What follows belongs to an exercise in optimizing a design on an open flow for small area, a short achievable clock period and few clock cycles; a production flow would make more cautious choices. In this exercise RTL edits were held to simulation tests only and were not proved equivalent to the original. Power is estimated from default activity; no workload was simulated.

### design/flow/config.mk
export PLATFORM = sky130hd
export DESIGN_NAME = nicore_mdu
export DESIGN_NICKNAME = nicore_mdu
export VERILOG_FILES = /design/flow/design.v
export SDC_FILE = /design/flow/constraint.sdc
export NUM_CORES = 4
export LEC_CHECK = 0
export CAP_MARGIN = 20
export CORE_MARGIN = 2
export CORE_UTILIZATION = 40
export SLEW_MARGIN = 20
### design/flow/constraint.sdc
create_clock -name core_clock -period 10.0 [get_ports {clock}]
set_input_delay 2.0000 -clock core_clock [delete_from_list [all_inputs] [get_ports {clock}]]
set_output_delay 2.0000 -clock core_clock [all_outputs]
set_load 0.01 [all_outputs]
### design/flow/design.v
module nicore_mdu(
  input         clock,
  input         reset,
  input         flush,
  input         mul_valid,
  input         mulw,
  input  [1:0]  mul_op,
  input  [63:0] multiplicand,
  input  [63:0] multiplier,
  output        mul_out_valid,
  output [63:0] mul_result,
  input         div_valid,
  input         divw,
  input         div_signed,
  input  [63:0] dividend,
  input  [63:0] divisor,
  output        div_out_valid,
  output [63:0] quotient,
  output [63:0] remainder
);
  localparam [3:0] S_IDLE   = 4'd0,
                   S_MUL    = 4'd1,
                   S_MCORR  = 4'd2,
                   S_DSETUP = 4'd3,
                   S_DSHIFT = 4'd4,
                   S_DITER  = 4'd5,
                   S_DCORR  = 4'd6,
                   S_DNEGR  = 4'd7,
                   S_DNEGQ  = 4'd8,
                   S_DONE   = 4'd9;
  reg [3:0]  st;
  reg [65:0] H;
  reg [63:0] L;
  reg [64:0] M;
  reg [6:0]  cnt;
  reg [6:0]  tsh;
  reg        prev;
  reg        isdiv, w, hi, sgn, corr, sa, sb, full, psign;
  function [6:0] lzc64(input [63:0] v);
    reg [31:0] z1; reg [31:0] c1;
    reg [15:0] z2; reg [31:0] c2;
    reg [7:0]  z3; reg [23:0] c3;
    reg [3:0]  z4; reg [15:0] c4;
    reg [1:0]  z5; reg [9:0]  c5;
    reg        z6; reg [5:0]  c6;
    integer k;
    begin
      for (k = 0; k < 32; k = k + 1) begin
        z1[k] = ~(v[2*k+1] | v[2*k]);
        c1[k] = ~v[2*k+1];
      end
      for (k = 0; k < 16; k = k + 1) begin
        z2[k] = z1[2*k+1] & z1[2*k];
        c2[2*k +: 2] = z1[2*k+1] ? {1'b1, c1[2*k]} : {1'b0, c1[2*k+1]};
      end
      for (k = 0; k < 8; k = k + 1) begin
        z3[k] = z2[2*k+1] & z2[2*k];
        c3[3*k +: 3] = z2[2*k+1] ? {1'b1, c2[2*(2*k) +: 2]} : {1'b0, c2[2*(2*k+1) +: 2]};
      end
      for (k = 0; k < 4; k = k + 1) begin
        z4[k] = z3[2*k+1] & z3[2*k];
        c4[4*k +: 4] = z3[2*k+1] ? {1'b1, c3[3*(2*k) +: 3]} : {1'b0, c3[3*(2*k+1) +: 3]};
      end
      for (k = 0; k < 2; k = k + 1) begin
        z5[k] = z4[2*k+1] & z4[2*k];
        c5[5*k +: 5] = z4[2*k+1] ? {1'b1, c4[4*(2*k) +: 4]} : {1'b0, c4[4*(2*k+1) +: 4]};
      end
      z6 = z5[1] & z5[0];
      c6 = z5[1] ? {1'b1, c5[4:0]} : {1'b0, c5[9:5]};
      lzc64 = z6 ? 7'd64 : {1'b0, c6};
    end
  endfunction
  reg  [69:0] X;
  reg         d0n, d0m1, d0m2, d1n, d1m1, d1m2;
  reg         cin;
  wire [69:0] Me  = {{5{M[64]}}, M};
  wire [69:0] Me2 = {Me[68:0], 1'b0};
  wire [69:0] pp0 = (({70{d0m1}} & Me) | ({70{d0m2}} & Me2)) ^ {70{d0n}};
  wire [69:0] pp1 = (({70{d1m1}} & Me) | ({70{d1m2}} & Me2)) ^ {70{d1n}};
  wire [69:0] p1s = {pp1[67:0], 2'b00};
  wire [69:0] cs_s = X ^ pp0 ^ p1s;
  wire [69:0] cs_c = {(X[68:0] & pp0[68:0]) | (X[68:0] & p1s[68:0]) | (pp0[68:0] & p1s[68:0]), 1'b0};
  wire [69:0] sum  = cs_s + cs_c + {69'd0, cin};
  wire b0n  = L[1];
  wire b0m1 = L[0] ^ prev;
  wire b0m2 = (L[1] & ~L[0] & ~prev) | (~L[1] & L[0] & prev);
  wire b1n  = L[3];
  wire b1m1 = L[2] ^ L[1];
  wire b1m2 = (L[3] & ~L[2] & ~L[1]) | (~L[3] & L[2] & L[1]);
  wire subM = ~psign ^ sb;    
  always @(*) begin
    X = 70'd0;
    d0n = 1'b0; d0m1 = 1'b0; d0m2 = 1'b0;
    d1n = 1'b0; d1m1 = 1'b0; d1m2 = 1'b0;
    cin = 1'b0;
    case (st)
      S_MUL: begin
        X = {{4{H[65]}}, H};
        d0n = b0n; d0m1 = b0m1; d0m2 = b0m2;
        d1n = b1n; d1m1 = b1m1; d1m2 = b1m2;
      end
      S_MCORR: begin
        X = {{4{H[65]}}, H};
        d0m1 = 1'b1;
      end
      S_DSETUP: begin
        if (sgn & L[63]) begin
          X = {6'h3f, ~L};
          cin = 1'b1;
        end else begin
          d0m1 = 1'b1; d0n = 1'b1;
          cin = 1'b1;
        end
      end
      S_DITER: begin
        X = {{4{H[64]}}, H[64:0], L[63]};
        d0m1 = 1'b1; d0n = subM;
        cin = subM;
      end
      S_DCORR: begin
        X = {{4{H[65]}}, H};
        d0m1 = 1'b1; d0n = sb;
        cin = sb;
      end
      S_DNEGR: begin
        X = ~{{4{H[65]}}, H};
        cin = 1'b1;
      end
      S_DNEGQ: begin
        X = {6'h3f, ~L};
        cin = 1'b1;
      end
      default: ;
    endcase
  end
  wire        sa_n  = sgn & L[63];
  wire        sb_n  = sgn & M[64];
  wire        bzero = (M[63:0] == 64'd0);
  wire        wrapU = ~sgn & (w ? (M[31] & (|M[30:0])) : (M[63] & (|M[62:0])));
  wire        full_n = bzero | wrapU;
  wire [6:0]  lzA   = lzc64(sa_n ? ~L : L);
  wire [6:0]  lzB   = lzc64(sb_n ? ~M[63:0] : M[63:0]);
  wire [6:0]  lzAe  = (sa_n && lzA != 7'd0) ? lzA - 7'd1 : lzA;
  wire [7:0]  dd    = {1'b0, lzB} - {1'b0, lzAe};           
  reg  [6:0]  t_n, n_n;
  always @(*) begin
    if (full_n) begin
      t_n = 7'd0; n_n = w ? 7'd32 : 7'd64;
    end else if (dd[7]) begin
      t_n = 7'd64; n_n = 7'd0;
    end else if (dd[6:0] >= 7'd63) begin
      t_n = 7'd0; n_n = 7'd64;
    end else begin
      t_n = 7'd63 - dd[6:0]; n_n = dd[6:0] + 7'd1;
    end
  end
  wire [63:0] r0 = tsh[0] ? {L[62:0],  L[63]}     : L;
  wire [63:0] r1 = tsh[1] ? {r0[61:0], r0[63:62]} : r0;
  wire [63:0] r2 = tsh[2] ? {r1[59:0], r1[63:60]} : r1;
  wire [63:0] r3 = tsh[3] ? {r2[55:0], r2[63:56]} : r2;
  wire [63:0] r4 = tsh[4] ? {r3[47:0], r3[63:48]} : r3;
  wire [63:0] r5 = tsh[5] ? {r4[31:0], r4[63:32]} : r4;
  reg  [63:0] lowmask;
  integer i;
  always @(*) begin
    for (i = 0; i < 64; i = i + 1) lowmask[i] = ({1'b0, tsh} > i);
  end
  wire negq = sa ^ sb;
  wire psn  = sum[65];
  reg [3:0] post_iter, post_corr, post_negr;
  always @(*) begin
    post_negr = negq ? S_DNEGQ : S_DONE;
    post_corr = sa ? S_DNEGR : post_negr;
    post_iter = psign ? S_DCORR : post_corr;
  end
  wire [63:0] kpre;
  genvar g;
  generate
    for (g = 0; g < 32; g = g + 1) begin : gk
      assign kpre[2*g]   = multiplier[2*g+1];
      assign kpre[2*g+1] = 1'b0;
    end
  endgenerate
  always @(posedge clock) begin
    if (reset) begin
      st <= S_IDLE;
    end else begin
      case (st)
        S_IDLE: begin
          if (mul_valid & ~flush) st <= S_MUL;
          else if (div_valid & ~flush) st <= S_DSETUP;
        end
        S_MUL:    if (flush) st <= S_IDLE;
                  else if (cnt == 7'd1) st <= corr ? S_MCORR : S_DONE;
        S_MCORR:  st <= flush ? S_IDLE : S_DONE;
        S_DSETUP: st <= flush ? S_IDLE : S_DSHIFT;
        S_DSHIFT: if (flush) st <= S_IDLE;
                  else if (cnt == 7'd0) st <= post_corr;
                  else st <= S_DITER;
        S_DITER:  if (flush) st <= S_IDLE;
                  else if (cnt == 7'd1) st <= psn ? S_DCORR : post_corr;
        S_DCORR:  st <= flush ? S_IDLE : post_corr;
        S_DNEGR:  st <= flush ? S_IDLE : post_negr;
        S_DNEGQ:  st <= flush ? S_IDLE : S_DONE;
        default:  st <= S_IDLE;
      endcase
    end
  end
  always @(posedge clock) begin
    case (st)
      S_IDLE: begin
        H <= {2'b00, kpre};
        prev <= 1'b0;
        if (mul_valid) begin
          isdiv <= 1'b0;
          w     <= mulw;
          hi    <= ~mulw & (mul_op != 2'd0);
          corr  <= ~mulw & mul_op[1] & multiplier[63];
          L     <= multiplier;
          M     <= {mul_op[0] & multiplicand[63], multiplicand};
          cnt   <= mulw ? 7'd8 : 7'd16;
        end else begin
          isdiv <= 1'b1;
          w     <= divw;
          sgn   <= div_signed;
          L     <= divw ? {{32{div_signed & dividend[31]}}, dividend[31:0]} : dividend;
          M     <= divw ? {{33{div_signed & divisor[31]}}, divisor[31:0]}
                        : {div_signed & divisor[63], divisor};
        end
      end
      S_MUL: begin
        H    <= sum[69:4];
        L    <= {sum[3:0], L[63:4]};
        prev <= L[3];
        cnt  <= cnt - 7'd1;
      end
      S_MCORR: begin
        H <= sum[65:0];
      end
      S_DSETUP: begin
        sa   <= sa_n;
        sb   <= sb_n;
        full <= full_n;
        tsh  <= t_n;
        cnt  <= n_n;
        if (sa_n) begin
          L <= sum[63:0];
          H <= 66'd0;
        end else begin
          H <= w ? {34'd0, sum[31:0]} : {2'b00, sum[63:0]};
        end
      end
      S_DSHIFT: begin
        psign <= 1'b0;
        if (full) begin
          if (w) L <= {L[31:0], 31'd0, 1'b1};
        end else begin
          H <= {2'b00, r5 & lowmask};
          L <= r5 & ~lowmask;
        end
      end
      S_DITER: begin
        H     <= sum[65:0];
        L     <= {L[62:0], ~psn};
        psign <= psn;
        cnt   <= cnt - 7'd1;
      end
      S_DCORR: H <= sum[65:0];
      S_DNEGR: H <= sum[65:0];
      S_DNEGQ: L <= sum[63:0];
      default: ;
    endcase
  end
  wire done = (st == S_DONE);
  assign mul_out_valid = done & ~isdiv;
  assign div_out_valid = done & isdiv;
  assign mul_result    = w ? {{32{L[63]}}, L[63:32]} : (hi ? H[63:0] : L);
  assign quotient      = L;
  assign remainder     = H[63:0];
endmodule
### design/flow/run.sh
#!/bin/bash
# synth_recipe.tcl (not shown) runs the flow's synth.tcl, then flattens the netlist and writes it again
# the make line also repeats each setting of config.mk as NAME=value (left out here)
make -C /OpenROAD-flow-scripts/flow DESIGN_CONFIG=/design/flow/config.mk WORK_HOME=/design/flow/orfs CLKGATE_MAP_FILE= SYNTH_SCRIPT=/design/flow/synth_recipe.tcl finish
==> reports/summary.txt <==
Outcome = no timing/DRC/antenna violations
Final Slew Violations = 0
Unique cell type count in the Yosys netlist = 97
DR iter-0 viols = 5729
Max Root-Sink Buffers = 3
Clock sinks = 223
Bufs and invs on worst path = 2
RD Place Congestion = 1.12
Critical Path Slowest Stage Cell = dfxtp_1
Largest net degree at the start of global routing = 120
EDFF count, synth = 219
Final ANT Viol Nets = 0
Final setup vio count = 0
Worst VDD drop = 150 µV
Worst-path fanout max = 45
Leak = 0.0144 µW
Fin nets = 4576
CP required = 10300 ps
First-pass GRT wire length = 250000 µm
Core area = 81800 µm²
Layout Skew = 49.1 ps
Post-CTS setup buffer count = 0
Die X = 291 µm
P per Cell Area = 307 nW/µm²
Crit end category = register
FILL cells = 8007
Starting Density = 40.2%
Highest Clock Rate = 0.129 GHz
Tot Pwr = 11900 µW
Port Buffers = 459
Initial antenna violation count = 8
WP data arrival = 8040 ps
Register Area = 6660 µm²
Vias per std cell = 7.00
Worst-path cell chain = nand3_1, inv_2, nand2b_1, o221ai_4, buf_4, xnor2_1, fa_1, ha_1, and2_1, and3_1, a221oi_1, o22ai_1, nor2_1, o21bai_1, xor2_1, a2111oi_0, a21oi_1
Die Y = 291 µm
Area grow syn2layout = 18.0%
Share of layout cells above drive strength 1 = 9.62%
Vias after detailed routing = 36300
IO Count = 460
Post-Synthesis Cells = 3951
CTS Buf Count = 29
Post-Syn Area = 32900 µm²
Post-synthesis sequential area ratio = 20.2%
Row count = 105
Die footprint = 84600 µm²
Top_reg_cell synth = edfxtp_1
HPWL Detailed = 131000 µm
R2r setup slk = 2260 ps
Avg Inst Size Synth = 8.33 µm²
Post-CTS resize count = 0
Routed length per instance = 34.2 µm
Crit Path Category = reg2reg
Residual DRC count = 0
TNS Setup = 0 ps
Clk latency of the worst-skew pair = 630 ps
Hold Slack = 679 ps
Async set or reset register ratio after synthesis = 0%
Rel. slew slack = 18.0%
Maxcap violations = 0
Synth Register Bits = 223
Grt total ovfl = 0
Cell family with the largest share of critical-path delay = compound AO/OA/AOI/OAI gates
Crit-path max cell delay = 760 ps
Mapped Nets = 4431
Startpoint types = register
All-layer global routing usage = 40.4%
Worst-Margin Slew = 1220 ps
Min Tclk post-route = 7740 ps
CTS tree = built
Worst Hold Class = reg2reg
Hold_buf cts = 0
RSZ-0062 raised after global routing = no
Root buffer cell = clkbuf_16
Yosys warnings = 1
Post-Route WL = 178000 µm
Crit share post-route = 77.4%
Pre-Repair DR Iteration Count = 9
Area of the multi-input gates = 23900 µm²
CTS H-Tree Depth = 1
Vias in the first global route = 33800
Clock slew at reported path FFs = 60 ps
Final Hold Fails = 0
## state kept, by name (all words and copies together) (netlist names), 4 cells and up
register / count
tsh: 7
L: 64
cnt: 7
st: 4
H: 66
M: 65
## worst paths after layout
check	from	end	depth (start not counted)
worst min register to register	cnt[0]	cnt[0]	1
worst max register to register	st[0]	L[48]	17
worst max-delay path	st[0]	L[48]	17
worst min-delay path	cnt[0]	cnt[0]	1
## cells by family (layout without fill, tap and decap cells)
logic type               count (synthesis)  count (layout)  synth area share [%]
XOR/XNOR                               211             211                  5.64
flip-flops                             223             223                  20.2
buffers and inverters                  596             762                  7.78
AND/OR/NAND/NOR                        999             999                  14.5
adder cells (fa/ha/maj)                214             214                  9.68
AO/OA/AOI/OAI                         1418            1418                  28.6
multiplexers                           290             290                  13.6
other                                    0               7                     0
## cell usage in the layout (no fill, tap or decap), drive strengths merged, types with 68 or more instances in the layout
master	n
mux4	120
edfxtp	219
nor3	81
a211oi	77
o21ai	377
nand2	359
mux2i	117
inv	141
nor2	220
clkdlybuf4s50	457
xnor2	120
ha	146
xor2	91
a21oi	295
fa	68
a22oi	213
buf	112
## cells in the mapped netlist, drive strengths merged, types with 117 or more instances
cell,instances,area share [%]
o21ai,377,5.7
nand2,359,4.1
clkbuf,301,3.4
a21oi,295,4.5
nor2,220,2.5
edfxtp,219,20
a22oi,213,4.9
buf,154,2.7
ha,146,5.5
inv,139,1.6
mux4,120,8.2
xnor2,120,3.2
mux2i,117,3.6
## per-layer routing
layer	GRT usage, %	wire length (µm)
met1	52.7	67100
met2	58.0	72800
met3	12.9	24300
met4	24.3	13200
met5	0.340	62
## where the power goes
| group | total [µW] | switching [µW] | internal, µW |
|---|---|---|---|
| combinational | 8480 | 5540 | 2940 |
| clock | 1180 | 468 | 714 |
| sequential | 2260 | 775 | 1490 |
## layout make-up
class | count | area share (%)
Multi-Input combinational cell | 3132 | 61.4
Inverter | 141 | 1.37
Timing Repair Buffer | 569 | 14.0
Tap cell | 1070 | 3.45
Clock buffer | 37 | 1.94
Clock inverter | 15 | 0.702
Sequential cell | 223 | 17.1
Antenna cell | 7 | 0.0451
## worst reg2reg max path, stage by stage, from the launching register on
cell and delay, ps:
dfxtp_1 760, nand3_1 470, inv_2 560, nand2b_1 320, o221ai_4 410, buf_4 740, xnor2_1 270, fa_1 500
ha_1 400, and2_1 270, and3_1 300, a221oi_1 710, o22ai_1 270, nor2_1 280, o21bai_1 130, xor2_1 240
a2111oi_0 710, a21oi_1 90
## per-stage QoR
| stage | utilization, % | std cells | instance area [µm²] | worst slack (ps) |
|---|---|---|---|---|
| 3_5_place_dp | 46.2 | 5133 | 37800 | 2570 |
| 2_1_floorplan | - | 3951 | 32900 | 296 |
| 4_1_cts | 47.4 | 5185 | 38800 | 2490 |
| 5_1_grt | 47.5 | 5190 | 38800 | 1900 |
| 6_report | 47.5 | 5194 | 38900 | 2260 |
| 3_3_place_gp | 46.2 | 5133 | 37800 | 2560 |
Testbench counts, summed over its fixed seeds: cycles 42,515.

-- afterwards: timing with drivers on the ports --
The flow's constraints put no driver on any port. The routed layout listed below was extracted and timed again, unchanged, in two steps.
Step 1, drivers: a clkbuf_16 drives clock and a buf_2 each remaining input, both assumed.
Step 2, shift: input delay + t, output delay - t, t = (earliest + latest rising clock arrival at the registers) / 2. This alone moves slack from input paths to output paths.
Three values: ideal ports, drivers, drivers and shift; two values: the first two.
t, ns: 0.673
setup slack, ns: 2.263 / 2.263 / 2.263
worst setup path at the end: register to register
latest minus earliest clock arrival (ns): 0.053 / 0.053
slew at the worst register clock pin (ns): 0.07 / 0.07
After both steps setup and hold are still met in this run. For this run, drivers alone change the setup slack by 0.000 ns; drivers and shift together by 0.000 ns.
